Context: an optimization exercise on an open-source flow, tuned for small area and a short achievable clock period. The choices shown serve that exercise and are no tape-out recipe. Only simulation tests tie the RTL to the original design; equivalence was not proved. Power is estimated from default activity; no workload was simulated.

## run.sh

```bash
#!/bin/bash
# synth_recipe.tcl (not shown) runs the flow's synth.tcl, then flattens the netlist and writes it again
# the make line also repeats each setting of config.mk as NAME=value (left out here)
make -C /OpenROAD-flow-scripts/flow DESIGN_CONFIG=/design/flow/config.mk WORK_HOME=/design/flow/orfs CLKGATE_MAP_FILE= SYNTH_SCRIPT=/design/flow/synth_recipe.tcl finish
```

## constraint.sdc

```tcl
create_clock -name core_clock -period 5.0 [get_ports {clk}]
set_input_delay 1.0000 -clock core_clock [delete_from_list [all_inputs] [get_ports {clk}]]
set_output_delay 1.0000 -clock core_clock [all_outputs]
set_load 0.01 [all_outputs]
```

## design.v

```verilog
module ALU(
   input wire [31:0] operand_a,
	input wire [31:0] operand_b,
	input wire [2:0]  operation,
	input wire        logic_arithmetic,
	input wire        add_sub,
	output reg [31:0] alu_out
);
   always@* begin
	   case(operation)
		   'h0: begin
			   if(!add_sub) begin
				   alu_out = operand_a + operand_b; 
				end
			   else begin
				   alu_out = operand_a - operand_b; 
				end
			end
			'h1: begin
			   alu_out = operand_a << operand_b; 
			end	
			'h2: begin 
			   case({operand_a[31],operand_b[31]})
				   'h1: alu_out = 'h0;
				   'h2: alu_out = 'h1;
					default: alu_out = operand_a < operand_b ?'h1:'h0;
				endcase
			end
			'h3: begin
			   alu_out = (operand_a < operand_b)?'h1:'h0; 
			end
		   'h4: begin
			   alu_out = operand_a ^ operand_b; 
			end
		   'h5: begin
			   if(!logic_arithmetic) begin
				   alu_out = operand_a >> operand_b;
            end
	         else begin			
					case(operand_b)
				      'd0 : alu_out =      operand_a;
					   'd1 : alu_out = {    operand_a[31],operand_a[31:1]};
					   'd2 : alu_out = {{2 {operand_a[31]}},operand_a[31:2]};
					   'd3 : alu_out = {{3 {operand_a[31]}},operand_a[31:3]};
					   'd4 : alu_out = {{4 {operand_a[31]}},operand_a[31:4]};
					   'd5 : alu_out = {{5 {operand_a[31]}},operand_a[31:5]};
					   'd6 : alu_out = {{6 {operand_a[31]}},operand_a[31:6]};
					   'd7 : alu_out = {{7 {operand_a[31]}},operand_a[31:7]};
					   'd8 : alu_out = {{8 {operand_a[31]}},operand_a[31:8]};
					   'd9 : alu_out = {{9 {operand_a[31]}},operand_a[31:9]};
					   'd10: alu_out = {{10{operand_a[31]}},operand_a[31:10]};
					   'd11: alu_out = {{11{operand_a[31]}},operand_a[31:11]};
					   'd12: alu_out = {{12{operand_a[31]}},operand_a[31:12]};
					   'd13: alu_out = {{13{operand_a[31]}},operand_a[31:13]};
					   'd14: alu_out = {{14{operand_a[31]}},operand_a[31:14]};
					   'd15: alu_out = {{15{operand_a[31]}},operand_a[31:15]};
					   'd16: alu_out = {{16{operand_a[31]}},operand_a[31:16]};
					   'd17: alu_out = {{17{operand_a[31]}},operand_a[31:17]};
					   'd18: alu_out = {{18{operand_a[31]}},operand_a[31:18]};
					   'd19: alu_out = {{19{operand_a[31]}},operand_a[31:19]};
					   'd20: alu_out = {{20{operand_a[31]}},operand_a[31:20]};
					   'd21: alu_out = {{21{operand_a[31]}},operand_a[31:21]};
					   'd22: alu_out = {{22{operand_a[31]}},operand_a[31:22]};
					   'd23: alu_out = {{23{operand_a[31]}},operand_a[31:23]};
					   'd24: alu_out = {{24{operand_a[31]}},operand_a[31:24]};
					   'd25: alu_out = {{25{operand_a[31]}},operand_a[31:25]};
					   'd26: alu_out = {{26{operand_a[31]}},operand_a[31:26]};
					   'd27: alu_out = {{27{operand_a[31]}},operand_a[31:27]};
					   'd28: alu_out = {{28{operand_a[31]}},operand_a[31:28]};
					   'd29: alu_out = {{29{operand_a[31]}},operand_a[31:29]};
					   'd30: alu_out = {{30{operand_a[31]}},operand_a[31:30]};
					   'd31: alu_out = {{31{operand_a[31]}},operand_a[31]};
					   default: alu_out = 'hffff_ffff;
				   endcase
				end
		   end
			'h6: begin
			   alu_out = operand_a & operand_b; 
			end
			'h7: begin
			   alu_out = operand_a | operand_b; 
			end
		endcase
	end
endmodule 
module CPU(
   input wire        clk,
	input wire        rstn,
   input wire [31:0] operand_a,
	input wire [31:0] operand_b,
	input wire [2:0]  operation,
	input wire        logic_arithmetic, 
	input wire        add_sub,
	output reg [31:0] alu_out
);
   reg  [31:0] buf_operand_a;
	reg  [31:0] buf_operand_b;
	reg  [2:0]  buf_operation;
	reg         buf_logic_arithmetic;
	reg         buf_add_sub;
	wire [31:0] buf_alu_out;
	always@(posedge clk or negedge rstn) begin
	   if(!rstn) begin
		   buf_operand_a        <= 'h0;
			buf_operand_b        <= 'h0;
			buf_operation        <= 'h0;
			buf_logic_arithmetic <= 'h0;
			buf_add_sub          <= 'h0;
			alu_out              <= 'h0;
		end
		else begin
		   buf_operand_a 		   <= operand_a;
			buf_operand_b 		   <= operand_b;
			buf_operation 		   <= operation;
			buf_logic_arithmetic <= logic_arithmetic;
			buf_add_sub   		   <= add_sub;
			alu_out       		   <= buf_alu_out;		
		end
	end
	ALU u_ALU (
      .operand_a        (buf_operand_a),
	   .operand_b        (buf_operand_b),
	   .operation        (buf_operation),
		.logic_arithmetic (buf_logic_arithmetic), 
	   .add_sub          (buf_add_sub),
	   .alu_out          (buf_alu_out)	   
   );
endmodule 
```

## config.mk

```make
export PLATFORM = sky130hd
export DESIGN_NAME = CPU
export DESIGN_NICKNAME = CPU
export VERILOG_FILES = /design/flow/design.v
export SDC_FILE = /design/flow/constraint.sdc
export NUM_CORES = 8
export LEC_CHECK = 0
export CAP_MARGIN = 20
export CORE_MARGIN = 2
export CORE_UTILIZATION = 40
export SLEW_MARGIN = 20
```

==> results.tsv, run 1 <==
stage	metric	value	unit
placed_design	post-place-ws	0.917	ns
critical_path	critical_path_class	reg -> reg	
synth	async_flop_share	100	%
sta	finalClockSkew	0.0117	ns
finish	finalNetCount	2151	
global_route	grt_start_max_net_pins	86	
synth	netlist.area_leader.share	16.9	%
synth	synth_compound_area_share	35.7	%
floorplan	initial_core_util	40.7	%
sta	relSlewSlack	16.2	%
clock_network	htreeDepth	3	
sta	finalSetupTns	0	ns
routing	drc	0	
clock_network	path_clk_slew	0.08	ns
synth	synth_edf_count	0	
placed_design	placed_cells	2438	
floorplan	rows	70	
power	pwr_density_cell	191	nW/um^2
sta	finalCriticalPeriod	4.30	ns
routing	drt_iter0_drc	3271	
clock_network	postCtsHoldBufs	0	
floorplan	core_area	36700	sq um
clock_network	post-cts-setup-buffers	0	
critical_path	critPathCaptureType	register	
global_route	grt_usage	46.2	%
finish	fin_cells	2460	
job	maxCapViolCount	0	
sta	fmax	0.233	GHz
sta	hold_viol	0	
clock_network	clock-root-buffer	clkbuf_16	
finish	drive_above_1_share	12.1	%
floorplan	die_x	197	um
synth	synth-simple-area-share	18.6	%
synth	synth_mux_area_share	10.3	%
placed_design	place_area	16600	sq um
synth	synthCells	1964	
placed_design	place_hpwl	66.0	mm
synth	synthXorXnorAreaFrac	1.52	%
synth	ys_top_cells_by_area	dfrtp_1 (17%), ha_1 (8.0%), mux2i_1 (5.4%), a22oi_1 (4.6%), mux4_2 (4.2%)	
sta	slew_viol_final	0	
critical_path	crit_fanout	11	
floorplan	dieArea	38900	sq um
power	p_leak	6.63	nW
clock_network	cts.sinks	101	
floorplan	die_y	197	um
routing	firstDrtPassIters	10	
clock_network	post_cts_resized	0	
critical_path	cp.arrival	4.58	ns
routing	final_antenna_net_count	0	
global_route	grt_pass1_vias	17401	
synth	syn_nets	2133	
finish	final_common_cell	nor2_1	
synth	synth_top_family_by_area	compound AO/OA/AOI/OAI gates	
clock_network	clock_latency	0.40	ns
routing	vias	18696	
critical_path	slowest_delay	0.77	ns
sta	rsz0062_at_grt	false	
synth	ys_ff_latch	101	
routing	via_per_inst	7.60	
finish	syn_to_final_growth	13.7	%
synth	post-synth-top-area-cell	dfrtp_1	
routing	wl_per_cell	37.1	um
power	peakVddDrop	0.187	mV
synth	yosysWarnings	2	
synth	ys_seq_area_share	16.9	%
placed_design	place.gp.congestion	1.07	
critical_path	worstPathCellList	inv_1, ha_1, nor2_1, a221oi_2, a311o_1, o21ai_0, a311oi_1, mux2i_1, xnor2_1, a221o_1	
critical_path	required	5.29	ns
finish	fin_area	17000	sq um
critical_path	ff2ff_setup_slack	0.70	ns
sta	layout_setup_ws	0.705	ns
clock_network	max-clock-path-buffers	2	
run_status	status	timing/DRC/antenna clean	
sta	finalSetupViolations	0	
global_route	grt_pass1_wl	129	mm
critical_path	cp_slowest_cell	dfrtp_1	
clock_network	cts_tree	built	
clock_network	cts_buffers	9	
sta	tightest_slew	1.25	ns
placed_design	io_buffers	102	
synth	yosys.area_share.adder	8.31	%
global_route	antenna_found_initial	7	
synth	syn_area_per_cell	7.60	sq um
power	fin_total_pwr	3.23	mW
floorplan	pin_count	103	
critical_path	critPathLaunchType	register	
synth	dominantRegCellSynth	dfrtp_1	
critical_path	r2r.worst_path.cells	10	
min_path	holdCritPathClass	in -> async	
global_route	gr-total-overflow	0	
synth	ys_types	97	
routing	routed_wirelength	91.2	mm
finish	fill_cells	3715	
sta	fin_crit_sh	85.9	%
synth	syn_area	14900	sq um
finish	final_cell_mix	nor2_1 (167), nand2_1 (136), buf_4 (125)	
-- metal layers --
metal,part of all wire [%],vias up,track usage (%)
li1,-,7563,-
met1,39,9154,59.9
met2,40,1587,64.2
met3,14,382,20.0
met4,6.5,10,24.1
met5,0.13,-,2.43
-- synth_stat cells, types with 17 or more instances --
cell type and n:
a21o_1 24, nand4_1 40, nand2_1 136, nor3_1 53, a22oi_1 91, a222oi_1 32
mux2i_1 81, ha_1 96, a221oi_1 48, a31oi_1 30, a22o_1 22, buf_1 17
a21oi_1 123, nor2_1 168, o21ai_0 117, inv_1 93, xnor2_1 20, clkbuf_1 135
a32oi_1 19, nand3_1 35, a211oi_1 33, mux4_2 28, o22ai_1 47, dfrtp_1 101
buf_2 56
-- cells by family after synthesis --
family          count (synthesis)
mux                           117
flops                         101
fa+ha+maj                      98
simple gates                  555
compound gates                750
buf+inv                       317
xor+xnor                       26
-- state kept, by name, summed over array words and instances, names as in the netlist --
register / flops
buf_logic_arithmetic: 1
buf_operation: 3
buf_add_sub: 1
buf_operand_b: 32
alu_out: 32
buf_operand_a: 32
-- path summary, 6_finish.rpt --
| path | from | end |
|---|---|---|
| worst min-delay path | rstn | buf_add_sub |
| max in group asynchronous | rstn | buf_operand_b[0] |
| worst max-delay path | buf_operand_b[4] | alu_out[21] |
| worst min register to register | buf_operand_a[3] | alu_out[2] |
| worst max register to register | buf_operand_b[4] | alu_out[21] |
| min in group core_clock | buf_operand_a[3] | alu_out[2] |
-- critical path: cells and delay by family, from the launching register on --
family	cells	cell delay, ns
multiplexers	1	0.19
AND/OR/NAND/NOR	1	0.12
buffers and inverters	1	0.31
XOR/XNOR	1	0.19
adder cells (fa/ha/maj)	1	0.64
AO/OA/AOI/OAI	5	1.97
flip-flops	1	0.77
-- metrics by stage --
step | utilization [%] | hold WS, ns
floorplan | - | 0.704
global placement | 45.2 | 0.922
detailed placement | 45.2 | 0.922
CTS | 46.2 | 0.637
global route | 46.2 | 0.647
finish | 46.3 | 0.607
-- layout make-up --
type	instances	area, sq um	area share (%)
Timing Repair Buffer	228	1980	11.7
Tap cell	468	586	3.45
Multi-Input combinational cell	1546	11100	65.6
Clock buffer	10	239	1.41
Sequential cell	101	2540	14.9
Clock inverter	6	119	0.700
Antenna cell	5	12.5	0.0737
Inverter	96	360	2.12
-- power breakdown --
part | leakage, nW | switching [mW] | total [mW] | internal [mW]
Sequential | 1.21 | 0.0961 | 0.970 | 0.874
Clock | 0.175 | 0.382 | 0.890 | 0.508
Combinational | 5.25 | 0.892 | 1.37 | 0.483
Total | 6.63 | 1.37 | 3.23 | 1.87
==> inputs of run 2 (changes only) <==
==> design.v (replaced) <==
module ALU(
   input wire [31:0] a,
   input wire [31:0] b,
   input wire        cin,
   input wire        m_c,
   input wire        m_p,
   input wire        m_g,
   input wire        sel_r,
   input wire        sel_l,
   input wire        fill,
   input wire        slt_s,
   input wire        slt_u,
   output reg [31:0] res
);
   wire [31:0] p = a ^ b;
   wire [31:0] g = a & b;
   wire [31:0] sum = a + b + {31'd0, cin};
   wire lt = p[31] ? sum[31] : (a[31] ^ slt_u);
   wire [31:0] s0 = b[0] ? {{1{fill}},  a[31:1]}  : a;
   wire [31:0] s1 = b[1] ? {{2{fill}},  s0[31:2]} : s0;
   wire [31:0] s2 = b[2] ? {{4{fill}},  s1[31:4]} : s1;
   wire [31:0] s3 = b[3] ? {{8{fill}},  s2[31:8]} : s2;
   wire [31:0] sh = b[4] ? {{16{fill}}, s3[31:16]} : s3;
   integer i;
   always @* begin
      for (i = 0; i < 32; i = i + 1)
         res[i] = (m_c ? sum[i] : ((p[i] & m_p) | (g[i] & m_g)))
                | (sh[i] & sel_r) | (sh[31-i] & sel_l);
      res[0] = res[0] | (lt & (slt_s | slt_u));
   end
endmodule
module CPU(
   input wire        clk,
   input wire        rstn,
   input wire [31:0] operand_a,
   input wire [31:0] operand_b,
   input wire [2:0]  operation,
   input wire        logic_arithmetic,
   input wire        add_sub,
   output reg [31:0] alu_out
);
   wire is_add  = (operation == 3'd0) & ~add_sub;
   wire is_sub  = (operation == 3'd0) &  add_sub;
   wire is_sll  = (operation == 3'd1);
   wire is_slt  = (operation == 3'd2);
   wire is_sltu = (operation == 3'd3);
   wire is_xor  = (operation == 3'd4);
   wire is_sr   = (operation == 3'd5);
   wire is_sra  = is_sr & logic_arithmetic;
   wire is_and  = (operation == 3'd6);
   wire is_or   = (operation == 3'd7);
   wire big     = |operand_b[31:5];
   wire sub     = is_sub | is_slt | is_sltu;
   reg  [31:0] a_rev;
   integer i;
   always @* for (i = 0; i < 32; i = i + 1) a_rev[i] = operand_a[31-i];
   reg [31:0] ra, rb;
   always @(posedge clk) begin
      ra <= ((is_sll | is_sr) & big) ? {32{is_sra}} : (is_sll ? a_rev : operand_a);
      rb <= operand_b ^ {32{sub}};
   end
   reg cin, m_c, m_p, m_g, sel_r, sel_l, fill, slt_s, slt_u;
   always @(posedge clk or negedge rstn) begin
      if (!rstn) begin
         {cin, m_c, m_p, m_g, sel_r, sel_l, fill, slt_s, slt_u} <= 9'd0;
      end else begin
         cin   <= sub;
         m_c   <= is_add | is_sub;
         m_p   <= is_xor | is_or;
         m_g   <= is_and | is_or;
         sel_r <= is_sr;
         sel_l <= is_sll;
         fill  <= is_sra & (operand_a[31] | big);
         slt_s <= is_slt;
         slt_u <= is_sltu;
      end
   end
   wire [31:0] alu_res;
   ALU u_ALU (
      .a(ra), .b(rb), .cin(cin), .m_c(m_c), .m_p(m_p), .m_g(m_g),
      .sel_r(sel_r), .sel_l(sel_l), .fill(fill), .slt_s(slt_s), .slt_u(slt_u),
      .res(alu_res)
   );
   always @(posedge clk or negedge rstn) begin
      if (!rstn) alu_out <= 32'd0;
      else       alu_out <= alu_res;
   end
endmodule
==> results.tsv, run 2 <==
stage	metric	value	unit	change
clock_network	postCtsHoldBufs	0		unchanged
critical_path	required	5.24	ns	-0.05 ns
clock_network	post_cts_resized	0		unchanged
finish	top_regs	alu_out (32), ra (32), rb (32)		
synth	ys_ff_latch	105		+4.0%
sta	slew_viol_final	0		unchanged
placed_design	place_hpwl	21.4	mm	-68%
floorplan	initial_core_util	40.9	%	+0.22 points
critical_path	critical_path_class	reg -> reg		
floorplan	rows	52		-26%
critical_path	critPathLaunchType	register		
critical_path	worstPathCellList	ha_1, a211oi_1, o21ai_1, nand4_1, nand3_1, a21oi_1, xnor2_1, a221o_1		
routing	wl_per_cell	22.5	um	-39%
synth	ys_top_cells_by_area	dfxtp_1 (15%), dfrtp_1 (12%), mux2i_1 (7.6%), mux4_2 (6.2%), o21ai_0 (5.4%)		
critical_path	path_delay_family	compound AO/OA/AOI/OAI gates		
routing	highest_layer	met4		
critical_path	cp_slowest_cell	dfxtp_2		
critical_path	r2r_start	rb[1]		
routing	final_antenna_net_count	0		unchanged
synth	syn_nets	1037		-51%
synth	synthCells	932		-53%
routing	firstDrtPassIters	8		-2
finish	drive_above_1_share	7.70	%	-4.4 points
floorplan	core_area	20300	sq um	-45%
sta	relSlewSlack	50.3	%	+34 points
min_path	min_path_cells	2		
routing	routed_wirelength	28.3	mm	-69%
clock_network	cts.sinks	105		+4.0%
critical_path	critPathBufInv	0		-1
sta	layout_setup_ws	1.77	ns	+1.07 ns
global_route	gr-total-overflow	0		unchanged
synth	syn_area_per_cell	8.91	sq um	+17%
power	pwr_density_cell	330	nW/um^2	+73%
clock_network	max-clock-path-buffers	2		unchanged
min_path	holdCritPathClass	reg -> reg		
global_route	grt_start_max_net_pins	58		-33%
floorplan	die_y	148	um	-25%
critical_path	cp.arrival	3.47	ns	-1.11 ns
clock_network	cts_buffers	9		unchanged
routing	met1_length	12.6	mm	-65%
sta	fmax	0.310	GHz	+33%
synth	post-synth-top-area-cell	dfxtp_1		
critical_path	r2r.worst_path.cells	8		-2
synth	netlist.area_leader.share	15.4	%	-1.5 points
synth	async_flop_share	39.0	%	-61 points
sta	finalCriticalPeriod	3.23	ns	-1.07 ns
placed_design	place.gp.congestion	0.958		-10%
sta	finalSetupTns	0	ns	unchanged
min_path	worstHoldStart	slt_s		
power	p_leak	3.83	nW	-42%
clock_network	clock_latency	0.36	ns	-0.04 ns
min_path	worstHoldEndpoint	alu_out[0]		
synth	ys_seq_area_share	27.8	%	+11 points
clock_network	path_clk_slew	0.07	ns	about the same
finish	finalNetCount	1087		-49%
synth	synth_edf_count	0		unchanged
placed_design	post-place-ws	1.89	ns	+0.970 ns
clock_network	post-cts-setup-buffers	0		unchanged
clock_network	cts_tree	built		
sta	finalSetupViolations	0		unchanged
job	maxCapViolCount	0		unchanged
critical_path	slowest_delay	0.62	ns	-0.15 ns
critical_path	r2r-end	alu_out[27]		
placed_design	io_buffers	102		unchanged
finish	num_antenna_cells	0		-5
routing	via_per_inst	6.25		-18%
floorplan	die_x	148	um	-25%
global_route	grt_pass1_wl	44.1	mm	-66%
run_status	status	timing/DRC/antenna clean		
critical_path	critPathCaptureType	register		
synth	synth_common_cells	nand2_1 (95), o21ai_0 (89), dfxtp_1 (64)		
global_route	grt_pass1_vias	7306		-58%
clock_network	htreeDepth	3		unchanged
synth	ys_types	70		-28%
finish	final_common_cell	clkdlybuf4s50_1		
sta	finalClockSkew	0.0133	ns	+0.00159 ns
floorplan	dieArea	21900	sq um	-44%
routing	drt_iter0_drc	1215		-63%
sta	fin_crit_sh	64.6	%	-21 points
sta	rsz0062_at_grt	false		
sta	hold_viol	0		unchanged
global_route	grt_usage	26.1	%	-20 points
clock_network	clock-root-buffer	clkbuf_16		
routing	vias	7861		-58%
synth	syn_area	8300	sq um	-44%
sta	tightest_slew	0.745	ns	-0.508 ns
floorplan	pin_count	103		unchanged
critical_path	crit_fanout	17		+6
synth	yosysWarnings	2		unchanged
routing	drc	0		unchanged
critical_path	ff2ff_setup_slack	1.77	ns	+1.07 ns
routing	wl_met3	2.63	mm	-80%
finish	final_cell_mix	clkdlybuf4s50_1 (101), nand2_1 (95), o21ai_0 (89)		
finish	syn_to_final_growth	17.6	%	
routing	wl_met2	11.9	mm	-67%
power	peakVddDrop	0.159	mV	-15%
synth	post-synth-top-count-cell	nand2_1		
synth	dominantRegCellSynth	dfxtp_1		
global_route	antenna_found_initial	0		-7
==> run 2: worst max path at each step <==
stage,start,endpoint,slack [ns],depth (start not counted)
global placement,operation[1],ra[17],1.78,5
finish,rb[1],alu_out[27],1.77,8
floorplan,ra[0],alu_out[10],2.23,9
global route,rb[1],alu_out[28],1.59,8
CTS,ra[0],alu_out[10],1.88,9
detailed placement,rb[1],alu_out[28],1.89,8
==> run 2: worst reg2reg max path, stage by stage, from the launching register on <==
cell	delay, ns
dfxtp_2	0.62
ha_1	0.35
a211oi_1	0.40
o21ai_1	0.20
nand4_1	0.32
nand3_1	0.15
a21oi_1	0.49
xnor2_1	0.24
a221o_1	0.34
==> run 2: area by class of cell <==
class / instances / area [sq um]
flip-flops and latches: 105 / 2310
inverters: 14 / 52.6
clock inverters: 4 / 32.5
clock buffers: 12 / 268
fillers: 1964 / 10500
multi-input cells: 736 / 5630
well taps: 270 / 338
repair buffers: 116 / 1140
==> run 2: layer usage <==
metal / vias to the layer above / GRT usage, %
met2: 468 / 37.9
met3: 58 / 5.43
met1: 3661 / 37.8
met5: - / 0
li1: 3674 / -
met4: 0 / 10.5
==> run 2: power by group <==
group	internal [mW]	switching [mW]	total, mW
Combinational	0.621	0.809	1.43
Sequential	0.952	0.113	1.06
Clock	0.387	0.343	0.730
==> run 2: kinds of logic (layout without fill, tap and decap cells) <==
family | after synthesis | count (layout) | synth area share (%)
buffers and inverters | 91 | 146 | 4.67
and+or+nand+nor | 223 | 223 | 12.1
AOI/OAI and AO/OA | 320 | 320 | 26.0
xor gates and xnor gates | 52 | 52 | 5.48
muxes | 107 | 107 | 18.7
adders and majority gates | 34 | 34 | 5.30
DFF | 105 | 105 | 27.8
==> run 2: per-stage QoR <==
step                total power, mW  area (sq um)  instances  hold WS, ns  utilization (%)
floorplan                      1.97          8300        932        0.496                -
global placement               2.48          9440       1240        0.521             46.5
detailed placement             2.48          9460       1241        0.515             46.6
CTS                            3.20          9760       1257        0.538             48.1
global route                   3.39          9760       1257        0.597             48.1
finish                         3.22          9760       1257        0.536             48.1

==> re-timing with driven ports <==
How much do the figures lean on ideal ports? The routed layouts below were timed once more, with nothing changed but the port constraints. Step 1 sets driving cells, clkbuf_16 on the clock port and buf_2 on the other inputs (assumed; they add their load-dependent delay and slew). Step 2 adds t to the input delays and takes it off the output delays; t is the mean of the earliest and latest rising clock arrival at the registers after step 1. Input paths then give back, and output paths get back, about the clock's delay inside the block. a / b / c = ideal ports / drivers / drivers and shift; a / b = the first two.
| run | t, ns | slack for setup (ns) | latest minus earliest clock arrival (ns) | worst slew at a driven data input, ns |
|---|---|---|---|---|
| run 1 | 0.452 | 0.705 / 0.705 / 0.705 | 0.011 / 0.012 | 0.10 |
| run 2 | 0.404 | 1.771 / 1.771 / 1.771 | 0.014 / 0.013 | 0.04 |
After both steps setup and hold are still met in every run listed.
